Source: an optimization exercise on an open RTL-to-GDS flow (aim: small area, a short achievable clock period and few clock cycles per item). Production flows keep margins and buffers that such runs may drop. No functional check of the RTL was part of any run shown here. Power is estimated from default activity; no workload was simulated.

## flow/design.v (module list and top-level ports; edited modules follow where they fit)
// module alu: 1735 lines
// module fa: 4 lines
// module ha: 4 lines
// module conv3x3: 121 lines
module conv3x3(
    input wire clk,
    input wire rst,
    input wire en,
    input wire [7:0] pixel1,
    input wire [7:0] pixel2,
    input wire [7:0] pixel3,
    input wire [7:0] pixel4,
    input wire [7:0] pixel5,
    input wire [7:0] pixel6,
    input wire [7:0] pixel7,
    input wire [7:0] pixel8,
    input wire [7:0] pixel9,
    input wire [7:0] filter1,
    input wire [7:0] filter2,
    input wire [7:0] filter3,
    input wire [7:0] filter4,
    input wire [7:0] filter5,
    input wire [7:0] filter6,
    input wire [7:0] filter7,
    input wire [7:0] filter8,
    input wire [7:0] filter9,
    output wire [31:0] result,
    output wire done
);
  // ...
==> flow/flow/run.sh <==
#!/bin/bash
set -o pipefail
bash standard.sh "BUFFER_PORTS_ARGS=-buffer_cell sky130_fd_sc_hd__buf_2" finish > standard_flow.log 2>&1
==> flow/standard.sh <==
#!/bin/bash
# synth_recipe.tcl (not shown) runs the flow's synth.tcl, then flattens the netlist and writes it again
# the make line also repeats each setting of config.mk as NAME=value (left out here)
make -C /OpenROAD-flow-scripts/flow DESIGN_CONFIG=/design/flow/config.mk WORK_HOME=/design/flow/orfs CLKGATE_MAP_FILE= SYNTH_SCRIPT=/design/flow/synth_recipe.tcl "${@:-finish}"
==> flow/config.mk <==
export PLATFORM = sky130hd
export DESIGN_NAME = conv3x3
export DESIGN_NICKNAME = conv3x3
export VERILOG_FILES = /design/flow/design.v
export SDC_FILE = /design/flow/constraint.sdc
export NUM_CORES = 4
export LEC_CHECK = 0
export CAP_MARGIN = 20
export CORE_MARGIN = 2
export CORE_UTILIZATION = 65
export SETUP_SLACK_MARGIN = 4.3
export SLEW_MARGIN = 20
export SYNTH_HIERARCHICAL = 1
==> flow/constraint.sdc <==
create_clock -name core_clock -period 10.0 [get_ports {clk}]
set_input_delay 2.0000 -clock core_clock [delete_from_list [all_inputs] [get_ports {clk}]]
set_output_delay 2.0000 -clock core_clock [all_outputs]
set_load 0.01 [all_outputs]
==> results.cfg, run 1 <==
[power_and_ir_drop]
p_comb_share_pct = 90.5
fin_total_pwr_w = 0.00713
power.share.sequential_pct = 6.6
leakage_nw = 6.07
pg_comb_w = 0.00645

[logic_synthesis]
synth_top_family_by_area = adder cells
synth_top_cell_area_share_pct = 66.8
synth.area.top_cells = fa_1 67%, nand2_1 13%, dfxtp_1 6.1%
synth_ff_type = dfxtp_1
netlist_area_um2 = 16300
synth_adder_area_share_pct = 69.7
synth.area.mux_share_pct = 0

[status]
status = complete, no violations

[grt]
grt_busiest_layer = met2
grt_max_degree = 17
met2_usage_pct = 64.0

[timing]
setup_viol = 0
clock.fmax_ghz = 0.178
slew_headroom_pct = 64.2

[route]
wl_per_cell_um = 26.6

[setup_path]
worstPathCellList = clkbuf_4, nand2_2, fa_1, fa_1, fa_1, fa_2, fa_1, fa_1, fa_1
critical_path_class = input port to flop
crit_top_cell = fa_1

[final_layout]
nets = 2233
seq_cell_count = 51
clkbuf_count = 6
buffer_area_share_pct = 5.06
multi_input_comb_cells = 1246
num-nonclk-buffers = 167

[clock_tree]
cts_hold_buf = 0
cts_root_buf = clkbuf_16
ctsLongestPathBuffers = 2
clk_pin_slew_ns = 0.08
clock_sinks = 51

[placement]
post-place-ws_ns = 3.96
dp_cells = 1821

[die]
rows = 57
die_h_um = 162
==> module conv3x3, before the edit <==
module conv3x3(
    input wire clk,
    input wire rst,
    input wire en,
    input wire [7:0] pixel1,
    input wire [7:0] pixel2,
    input wire [7:0] pixel3,
    input wire [7:0] pixel4,
    input wire [7:0] pixel5,
    input wire [7:0] pixel6,
    input wire [7:0] pixel7,
    input wire [7:0] pixel8,
    input wire [7:0] pixel9,
    input wire [7:0] filter1,
    input wire [7:0] filter2,
    input wire [7:0] filter3,
    input wire [7:0] filter4,
    input wire [7:0] filter5,
    input wire [7:0] filter6,
    input wire [7:0] filter7,
    input wire [7:0] filter8,
    input wire [7:0] filter9,
    output wire [31:0] result,
    output wire done
);
wire [49:0] cs;
reg [49:0] cs_reg;
reg done_reg;
alu alu1(
    .pixel1(pixel1),
    .pixel2(pixel2),
    .pixel3(pixel3),
    .pixel4(pixel4),
    .pixel5(pixel5),
    .pixel6(pixel6),
    .pixel7(pixel7),
    .pixel8(pixel8),
    .pixel9(pixel9),
    .filter1(filter1),
    .filter2(filter2),
    .filter3(filter3),
    .filter4(filter4),
    .filter5(filter5),
    .filter6(filter6),
    .filter7(filter7),
    .filter8(filter8),
    .filter9(filter9),
    .cs(cs)
);
always @ (posedge clk)
    cs_reg <= cs;
always @ (posedge clk or posedge rst) begin
    if (rst)
        done_reg <= 1'b0;
    else
        done_reg <= en;
end
wire bhs1, bhc1;
ha bha1 (.a(cs_reg[5]), .b(cs_reg[6]), .s(bhs1), .co(bhc1));
wire bhs2, bhc2;
ha bha2 (.a(cs_reg[8]), .b(cs_reg[9]), .s(bhs2), .co(bhc2));
wire bs537, bc537;
fa bfa537 (.a(cs_reg[10]), .b(cs_reg[11]), .c(cs_reg[12]), .s(bs537), .co(bc537));
wire bhs3, bhc3;
ha bha3 (.a(cs_reg[13]), .b(bhc2), .s(bhs3), .co(bhc3));
wire bs538, bc538;
fa bfa538 (.a(cs_reg[14]), .b(cs_reg[15]), .c(cs_reg[16]), .s(bs538), .co(bc538));
wire bhs4, bhc4;
ha bha4 (.a(bc537), .b(bs538), .s(bhs4), .co(bhc4));
wire bs539, bc539;
fa bfa539 (.a(cs_reg[17]), .b(cs_reg[18]), .c(cs_reg[19]), .s(bs539), .co(bc539));
wire bs540, bc540;
fa bfa540 (.a(cs_reg[20]), .b(cs_reg[21]), .c(bc538), .s(bs540), .co(bc540));
wire bhs5, bhc5;
ha bha5 (.a(bs539), .b(bhc4), .s(bhs5), .co(bhc5));
wire bs541, bc541;
fa bfa541 (.a(cs_reg[22]), .b(cs_reg[23]), .c(cs_reg[24]), .s(bs541), .co(bc541));
wire bs542, bc542;
fa bfa542 (.a(cs_reg[25]), .b(bc539), .c(bs541), .s(bs542), .co(bc542));
wire bhs6, bhc6;
ha bha6 (.a(bc540), .b(bs542), .s(bhs6), .co(bhc6));
wire bs543, bc543;
fa bfa543 (.a(cs_reg[26]), .b(cs_reg[27]), .c(cs_reg[28]), .s(bs543), .co(bc543));
wire bs544, bc544;
fa bfa544 (.a(cs_reg[29]), .b(bc541), .c(bs543), .s(bs544), .co(bc544));
wire bhs7, bhc7;
ha bha7 (.a(bc542), .b(bs544), .s(bhs7), .co(bhc7));
wire bs545, bc545;
fa bfa545 (.a(cs_reg[30]), .b(cs_reg[31]), .c(cs_reg[32]), .s(bs545), .co(bc545));
wire bs546, bc546;
fa bfa546 (.a(cs_reg[33]), .b(bc543), .c(bs545), .s(bs546), .co(bc546));
wire bhs8, bhc8;
ha bha8 (.a(bc544), .b(bs546), .s(bhs8), .co(bhc8));
wire bs547, bc547;
fa bfa547 (.a(cs_reg[34]), .b(cs_reg[35]), .c(cs_reg[36]), .s(bs547), .co(bc547));
wire bs548, bc548;
fa bfa548 (.a(cs_reg[37]), .b(bc545), .c(bs547), .s(bs548), .co(bc548));
wire bhs9, bhc9;
ha bha9 (.a(bc546), .b(bs548), .s(bhs9), .co(bhc9));
wire bs549, bc549;
fa bfa549 (.a(cs_reg[38]), .b(cs_reg[39]), .c(cs_reg[40]), .s(bs549), .co(bc549));
wire bs550, bc550;
fa bfa550 (.a(cs_reg[41]), .b(bc547), .c(bs549), .s(bs550), .co(bc550));
wire bhs10, bhc10;
ha bha10 (.a(bc548), .b(bs550), .s(bhs10), .co(bhc10));
wire bs551, bc551;
fa bfa551 (.a(cs_reg[42]), .b(cs_reg[43]), .c(bc549), .s(bs551), .co(bc551));
wire bhs11, bhc11;
ha bha11 (.a(bc550), .b(bs551), .s(bhs11), .co(bhc11));
wire bs552, bc552;
fa bfa552 (.a(cs_reg[44]), .b(cs_reg[45]), .c(cs_reg[46]), .s(bs552), .co(bc552));
wire bhs12, bhc12;
ha bha12 (.a(bs552), .b(bc551), .s(bhs12), .co(bhc12));
wire bhs13, bhc13;
ha bha13 (.a(cs_reg[47]), .b(bc552), .s(bhs13), .co(bhc13));
wire [19:0] rowa = {cs_reg[49], cs_reg[48], bhc12, bhc11, bhc10, bhc9, bhc8, bhc7, bhc6, bhc5, bs540, bhc3, bs537, bhc1, cs_reg[7], cs_reg[4], cs_reg[3], cs_reg[2], cs_reg[1], cs_reg[0]};
wire [19:0] rowb = {1'b0, bhc13, bhs13, bhs12, bhs11, bhs10, bhs9, bhs8, bhs7, bhs6, bhs5, bhs4, bhs3, bhs2, bhs1, 1'b0, 1'b0, 1'b0, 1'b0, 1'b0};
wire [19:0] sum = rowa + rowb;
assign result = {12'd0, ~sum};
assign done = done_reg;
endmodule
==> run 2: changes to the inputs <==
--- a/flow/design.v
+++ b/flow/design.v
@@ -12,17 +12,17 @@
     input wire [7:0] filter2,
     input wire [7:0] filter3,
     input wire [7:0] filter4,
     input wire [7:0] filter5,
     input wire [7:0] filter6,
     input wire [7:0] filter7,
     input wire [7:0] filter8,
     input wire [7:0] filter9,
-    output wire [49:0] cs
+    output wire [48:0] cs
 );
 wire pp1_0_0 = ~(pixel1[0] & filter1[0]);
 wire pp1_0_1 = ~(pixel1[0] & filter1[1]);
 wire pp1_0_2 = ~(pixel1[0] & filter1[2]);
 wire pp1_0_3 = ~(pixel1[0] & filter1[3]);
 wire pp1_0_4 = ~(pixel1[0] & filter1[4]);
 wire pp1_0_5 = ~(pixel1[0] & filter1[5]);
 wire pp1_0_6 = ~(pixel1[0] & filter1[6]);
@@ -1674,19 +1674,16 @@
 wire as534, ac534;
 assign as534 = ~(ac528 ^ ac529);
 assign ac534 = ac528 | ac529;
 wire as535, ac535;
 fa afa535 (.a(ac530), .b(as534), .c(ac531), .s(as535), .co(ac535));
 wire as536, ac536;
 assign as536 = ~(ac534 ^ ac535);
 assign ac536 = ac534 | ac535;
-wire ahs0, ahc0;
-assign ahs0 = ~ac536;
-assign ahc0 = ac536;
 assign cs[0] = as3;   
 assign cs[1] = as14;   
 assign cs[2] = as33;   
 assign cs[3] = as60;   
 assign cs[4] = as96;   
 assign cs[5] = as139;   
 assign cs[6] = as140;   
 assign cs[7] = ac96;   
@@ -1725,18 +1722,17 @@
 assign cs[40] = as527;   
 assign cs[41] = ac513;   
 assign cs[42] = ac527;   
 assign cs[43] = as533;   
 assign cs[44] = ac532;   
 assign cs[45] = as535;   
 assign cs[46] = ac533;   
 assign cs[47] = as536;   
-assign cs[48] = ahs0;   
-assign cs[49] = ahc0;   
+assign cs[48] = ac536;   
 endmodule
 module fa (input wire a, input wire b, input wire c, output wire s, output wire co);
 assign s = a ^ b ^ c;
 assign co = (a & b) | (a & c) | (b & c);
 endmodule
 module ha (input wire a, input wire b, output wire s, output wire co);
 assign s = a ^ b;
 assign co = a & b;
@@ -1761,18 +1757,18 @@
     input wire [7:0] filter5,
     input wire [7:0] filter6,
     input wire [7:0] filter7,
     input wire [7:0] filter8,
     input wire [7:0] filter9,
     output wire [31:0] result,
     output wire done
 );
-wire [49:0] cs;
-reg [49:0] cs_reg;
+wire [48:0] cs;
+reg [48:0] cs_reg;
 reg done_reg;
 alu alu1(
     .pixel1(pixel1),
     .pixel2(pixel2),
     .pixel3(pixel3),
     .pixel4(pixel4),
     .pixel5(pixel5),
     .pixel6(pixel6),
@@ -1793,72 +1789,17 @@
 always @ (posedge clk)
     cs_reg <= cs;
 always @ (posedge clk or posedge rst) begin
     if (rst)
         done_reg <= 1'b0;
     else
         done_reg <= en;
 end
-wire bhs1, bhc1;
-ha bha1 (.a(cs_reg[5]), .b(cs_reg[6]), .s(bhs1), .co(bhc1));
-wire bhs2, bhc2;
-ha bha2 (.a(cs_reg[8]), .b(cs_reg[9]), .s(bhs2), .co(bhc2));
-wire bs537, bc537;
-fa bfa537 (.a(cs_reg[10]), .b(cs_reg[11]), .c(cs_reg[12]), .s(bs537), .co(bc537));
-wire bhs3, bhc3;
-ha bha3 (.a(cs_reg[13]), .b(bhc2), .s(bhs3), .co(bhc3));
-wire bs538, bc538;
-fa bfa538 (.a(cs_reg[14]), .b(cs_reg[15]), .c(cs_reg[16]), .s(bs538), .co(bc538));
-wire bhs4, bhc4;
-ha bha4 (.a(bc537), .b(bs538), .s(bhs4), .co(bhc4));
-wire bs539, bc539;
-fa bfa539 (.a(cs_reg[17]), .b(cs_reg[18]), .c(cs_reg[19]), .s(bs539), .co(bc539));
-wire bs540, bc540;
-fa bfa540 (.a(cs_reg[20]), .b(cs_reg[21]), .c(bc538), .s(bs540), .co(bc540));
-wire bhs5, bhc5;
-ha bha5 (.a(bs539), .b(bhc4), .s(bhs5), .co(bhc5));
-wire bs541, bc541;
-fa bfa541 (.a(cs_reg[22]), .b(cs_reg[23]), .c(cs_reg[24]), .s(bs541), .co(bc541));
-wire bs542, bc542;
-fa bfa542 (.a(cs_reg[25]), .b(bc539), .c(bs541), .s(bs542), .co(bc542));
-wire bhs6, bhc6;
-ha bha6 (.a(bc540), .b(bs542), .s(bhs6), .co(bhc6));
-wire bs543, bc543;
-fa bfa543 (.a(cs_reg[26]), .b(cs_reg[27]), .c(cs_reg[28]), .s(bs543), .co(bc543));
-wire bs544, bc544;
-fa bfa544 (.a(cs_reg[29]), .b(bc541), .c(bs543), .s(bs544), .co(bc544));
-wire bhs7, bhc7;
-ha bha7 (.a(bc542), .b(bs544), .s(bhs7), .co(bhc7));
-wire bs545, bc545;
-fa bfa545 (.a(cs_reg[30]), .b(cs_reg[31]), .c(cs_reg[32]), .s(bs545), .co(bc545));
-wire bs546, bc546;
-fa bfa546 (.a(cs_reg[33]), .b(bc543), .c(bs545), .s(bs546), .co(bc546));
-wire bhs8, bhc8;
-ha bha8 (.a(bc544), .b(bs546), .s(bhs8), .co(bhc8));
-wire bs547, bc547;
-fa bfa547 (.a(cs_reg[34]), .b(cs_reg[35]), .c(cs_reg[36]), .s(bs547), .co(bc547));
-wire bs548, bc548;
-fa bfa548 (.a(cs_reg[37]), .b(bc545), .c(bs547), .s(bs548), .co(bc548));
-wire bhs9, bhc9;
-ha bha9 (.a(bc546), .b(bs548), .s(bhs9), .co(bhc9));
-wire bs549, bc549;
-fa bfa549 (.a(cs_reg[38]), .b(cs_reg[39]), .c(cs_reg[40]), .s(bs549), .co(bc549));
-wire bs550, bc550;
-fa bfa550 (.a(cs_reg[41]), .b(bc547), .c(bs549), .s(bs550), .co(bc550));
-wire bhs10, bhc10;
-ha bha10 (.a(bc548), .b(bs550), .s(bhs10), .co(bhc10));
-wire bs551, bc551;
-fa bfa551 (.a(cs_reg[42]), .b(cs_reg[43]), .c(bc549), .s(bs551), .co(bc551));
-wire bhs11, bhc11;
-ha bha11 (.a(bc550), .b(bs551), .s(bhs11), .co(bhc11));
-wire bs552, bc552;
-fa bfa552 (.a(cs_reg[44]), .b(cs_reg[45]), .c(cs_reg[46]), .s(bs552), .co(bc552));
-wire bhs12, bhc12;
-ha bha12 (.a(bs552), .b(bc551), .s(bhs12), .co(bhc12));
-wire bhs13, bhc13;
-ha bha13 (.a(cs_reg[47]), .b(bc552), .s(bhs13), .co(bhc13));
-wire [19:0] rowa = {cs_reg[49], cs_reg[48], bhc12, bhc11, bhc10, bhc9, bhc8, bhc7, bhc6, bhc5, bs540, bhc3, bs537, bhc1, cs_reg[7], cs_reg[4], cs_reg[3], cs_reg[2], cs_reg[1], cs_reg[0]};
-wire [19:0] rowb = {1'b0, bhc13, bhs13, bhs12, bhs11, bhs10, bhs9, bhs8, bhs7, bhs6, bhs5, bhs4, bhs3, bhs2, bhs1, 1'b0, 1'b0, 1'b0, 1'b0, 1'b0};
-wire [19:0] sum = rowa + rowb;
+wire [19:0] row0 = {1'b0, cs_reg[48], cs_reg[47], cs_reg[44], cs_reg[42], cs_reg[38], cs_reg[34], cs_reg[30], cs_reg[26], cs_reg[22], cs_reg[17], cs_reg[14], cs_reg[10], cs_reg[8], cs_reg[5], cs_reg[4], cs_reg[3], cs_reg[2], cs_reg[1], cs_reg[0]};
+wire [19:0] row1 = {1'b0, 1'b1, 1'b0, cs_reg[45], cs_reg[43], cs_reg[39], cs_reg[35], cs_reg[31], cs_reg[27], cs_reg[23], cs_reg[18], cs_reg[15], cs_reg[11], cs_reg[9], cs_reg[6], 1'b0, 1'b0, 1'b0, 1'b0, 1'b0};
+wire [19:0] row2 = {1'b0, 1'b0, 1'b0, cs_reg[46], 1'b0, cs_reg[40], cs_reg[36], cs_reg[32], cs_reg[28], cs_reg[24], cs_reg[19], cs_reg[16], cs_reg[12], 1'b0, cs_reg[7], 1'b0, 1'b0, 1'b0, 1'b0, 1'b0};
+wire [19:0] row3 = {1'b0, 1'b0, 1'b0, 1'b0, 1'b0, cs_reg[41], cs_reg[37], cs_reg[33], cs_reg[29], cs_reg[25], cs_reg[20], 1'b0, cs_reg[13], 1'b0, 1'b0, 1'b0, 1'b0, 1'b0, 1'b0, 1'b0};
+wire [19:0] row4 = {1'b0, 1'b0, 1'b0, 1'b0, 1'b0, 1'b0, 1'b0, 1'b0, 1'b0, 1'b0, cs_reg[21], 1'b0, 1'b0, 1'b0, 1'b0, 1'b0, 1'b0, 1'b0, 1'b0, 1'b0};
+wire [19:0] sum = row0 + row1 + row2 + row3 + row4;
 assign result = {12'd0, ~sum};
 assign done = done_reg;
 endmodule
==> flow/config.mk (replaced) <==
export PLATFORM = sky130hd
export DESIGN_NAME = conv3x3
export DESIGN_NICKNAME = conv3x3
export VERILOG_FILES = /design/flow/design.v
export SDC_FILE = /design/flow/constraint.sdc
export NUM_CORES = 4
export LEC_CHECK = 0
export CAP_MARGIN = 20
export CORE_MARGIN = 2
export CORE_UTILIZATION = 40
export SETUP_SLACK_MARGIN = 4
export SLEW_MARGIN = 20
export SYNTH_HIERARCHICAL = 1
==> results.cfg, run 2 <==
[power_and_ir_drop]
leakage_nw = 6.29
powerDensity_nw_per_um2 = 416
ir_worst_vdd_uv = 740

[final_layout]
fin_util_pct = 42.3
nets = 2252
num_antenna_cells = 0
final_common_cell = nand2_1
drive_above_1_share_pct = 12.2
area_growth_pct = 3.78
largest_reg_flops = 49
final_cell_mix = 564 x nand2_1, 544 x fa_1, 167 x buf_2, 79 x inv_1, 48 x dfxtp_1

[route]
route.met2.wl_um = 24900
antenna_left = 0
post-route-drc-count = 0
first_pass_iters = 5
wirelength_um = 52200
avgViaCountPerCell = 5.39
met3_length_um = 5520
met1_length_um = 19800
vias = 11000
wl_per_cell_um = 25.5
top_layer = met4
drtIter0Drc = 970

[clock_tree]
cts_root_buf = clkbuf_16
clock_sinks = 50
cts_hold_buf = 0
ctsLongestPathBuffers = 2
clk_pin_slew_ns = 0.07
cts_max_level = 2
cts_inserted_buffers = 5
cts_tree = done

[logic_synthesis]
netlist_area_um2 = 16300
ys_async_sr_fraction_pct = 2.00
synth_top_cell_by_area = fa_1
synth_common_cells = 564 x nand2_1, 546 x fa_1, 131 x buf_2
avgSynthCellArea_um2 = 10.7
postSynthCellCount = 1525
synth_most_common_cell = nand2_1
yosys_warnings = 7
synth_top_cell_area_share_pct = 67.0
synth_seq_cells = 50
synth-seq-area-share_pct = 6.16
synth.area.top_cells = fa_1 67%, nand2_1 13%, dfxtp_1 6.0%
synth-edff-count = 0
synth_ff_type = dfxtp_1
ys_types = 29

[grt]
grt_pass1_wl_um = 79000
grt_pass1_vias = 12500
grt_max_degree = 19
antenna_found_initial = 0
gr-total-overflow = 0
grtUsageTotal_pct = 26.4

[timing]
rsz0062_at_grt = no
slew_violations = 0
finalSetupTns_ns = 0
fin_crit_sh_pct = 58.1
hold_viol_final = 0
clock.fmax_ghz = 0.172
setup_viol = 0
period_minus_slack_ns = 5.81

[placement]
gp_congestion = 0.998
port_buffers = 167
hpwlAfterDp_um = 48400

[die]
coreArea_um2 = 40000
die_h_um = 206
die_w_um = 206
ios = 180
initial_core_util_pct = 40.8
die_area_um2 = 42400
rows = 73

[setup_path]
cp_max_fo = 8
end_kind = flop
critical_path_class = input port to flop
worstSetupStartpointType = input port
crit_arrival_ns = 5.99
worstPathRequired_ns = 10.18

[job]
drv_cap = 0

[hold_path]
hp-class = input port to asynchronous set/reset pin

[status]
status = complete, no violations
## run 2: cell count changes in the layout (fill, tap and decap cells not counted), sizes merged, moves of 4 or more
cell / before / now
a21oi: 13 / 6
clkbuf: 12 / 5
a21o: 5 / 1
inv: 33 / 82
nand2: 572 / 564
buf: 161 / 169
## run 2: metal layers
layer	up-vias	global-route usage (%)
li1	4361	-
met1	5841	35.6
met2	740	43.4
met3	84	4.82
met4	0	8.44
met5	-	0
## run 2: report_power, final
| group | switching (W) | total (W) | leakage, nW | internal [W] |
|---|---|---|---|---|
| clock | 0.0000971 | 0.000193 | 0.0752 | 0.0000961 |
| sequential | 0.0000408 | 0.000458 | 0.424 | 0.000417 |
| combinational | 0.00358 | 0.00639 | 5.79 | 0.00281 |
| total | 0.00372 | 0.00704 | 6.29 | 0.00332 |
## run 2: final timing paths
| check | from | endpoint | depth (start not counted) |
|---|---|---|---|
| hold / removal | rst | done_reg | 2 |
| max in group asynchronous | rst | done_reg | 2 |
| setup / recovery | filter4[7] | cs_reg[29] | 9 |
| min in group core_clock | en | done_reg | 1 |
## run 2: cell type report
type,instances,area (um^2)
fill,3900,23100
multi-input combinational,1215,14000
sequential,50,1010
timing repair buffer,169,851
tap,525,657
inverter,79,297
clock buffer,5,125
clock inverter,3,26.3
## run 2: worst max-delay path, cell delays in order
cell,delay (ns)
buf_2,0.22
nand2_1,0.18
fa_1,0.55
fa_1,0.47
fa_1,0.53
fa_1,0.47
fa_1,0.58
fa_1,0.45
fa_1,0.53
## run 2: cells by family after synthesis
| family | after synthesis | share of synthesized area (%) |
|---|---|---|
| AND/OR/NAND/NOR | 589 | 13.9 |
| adder cells (fa/ha/maj) | 585 | 70.0 |
| buffers and inverters | 271 | 8.64 |
| flip-flops | 50 | 6.16 |
| AO/OA/AOI/OAI | 20 | 0.851 |
| XOR/XNOR | 9 | 0.483 |
| other | 1 | 0.0230 |
## run 2: what timing repair did
item                                    CTS  global route
endpoints found under the setup margin    0             5
endpoints found under the hold margin     0             0
gates resized for setup                   0             7
buffers inserted                          0             2
## run 2: Yosys stat by module, one instance, submodules excluded
module | flip-flops and latches | cells
conv3x3 | 50 | 210
fa | 0 | 1
alu | 0 | 788
## run 2: per-stage QoR
stage	setup slack (ns)	total power [W]	cells	hold WS (ns)	area (um^2)
finish	4.19	0.00704	2046	1.50	16900
global route	4.00	0.00792	2046	1.50	16900
CTS	4.02	0.00707	2044	1.49	16900
detailed placement	3.90	0.00683	2036	1.84	16700
global placement	3.93	0.00674	2036	1.83	16700
floorplan	4.18	0.00609	1536	1.73	16400

[afterwards: timing with drivers on the ports]
In the flow no input, the clock included, has a driving cell. The finished layouts below were timed again as built, in two steps.
Step 1 assumes that a clkbuf_16 drives the clock port and a buf_2 every other input.
Step 2 moves the port delays by t, midway between the first and last clock arrival at a register: inputs arrive t later, outputs are due t later. That takes back most of the time a late clock gives input paths.
Slacks: ideal / step 1 / step 2; pairs: ideal / step 1.
| run | t (ns) | slack for setup (ns) | clock arrival spread, ns |
|---|---|---|---|
| run 1 | 0.356 | 4.370 / 4.386 / 4.030 | 0.014 / 0.014 |
| run 2 | 0.365 | 4.194 / 4.173 / 3.847 | 0.010 / 0.010 |
After both steps every run listed still meets setup and hold. The setup slack of run 2, which loses most, moves by -0.021 ns with the drivers and by -0.347 ns with both steps.
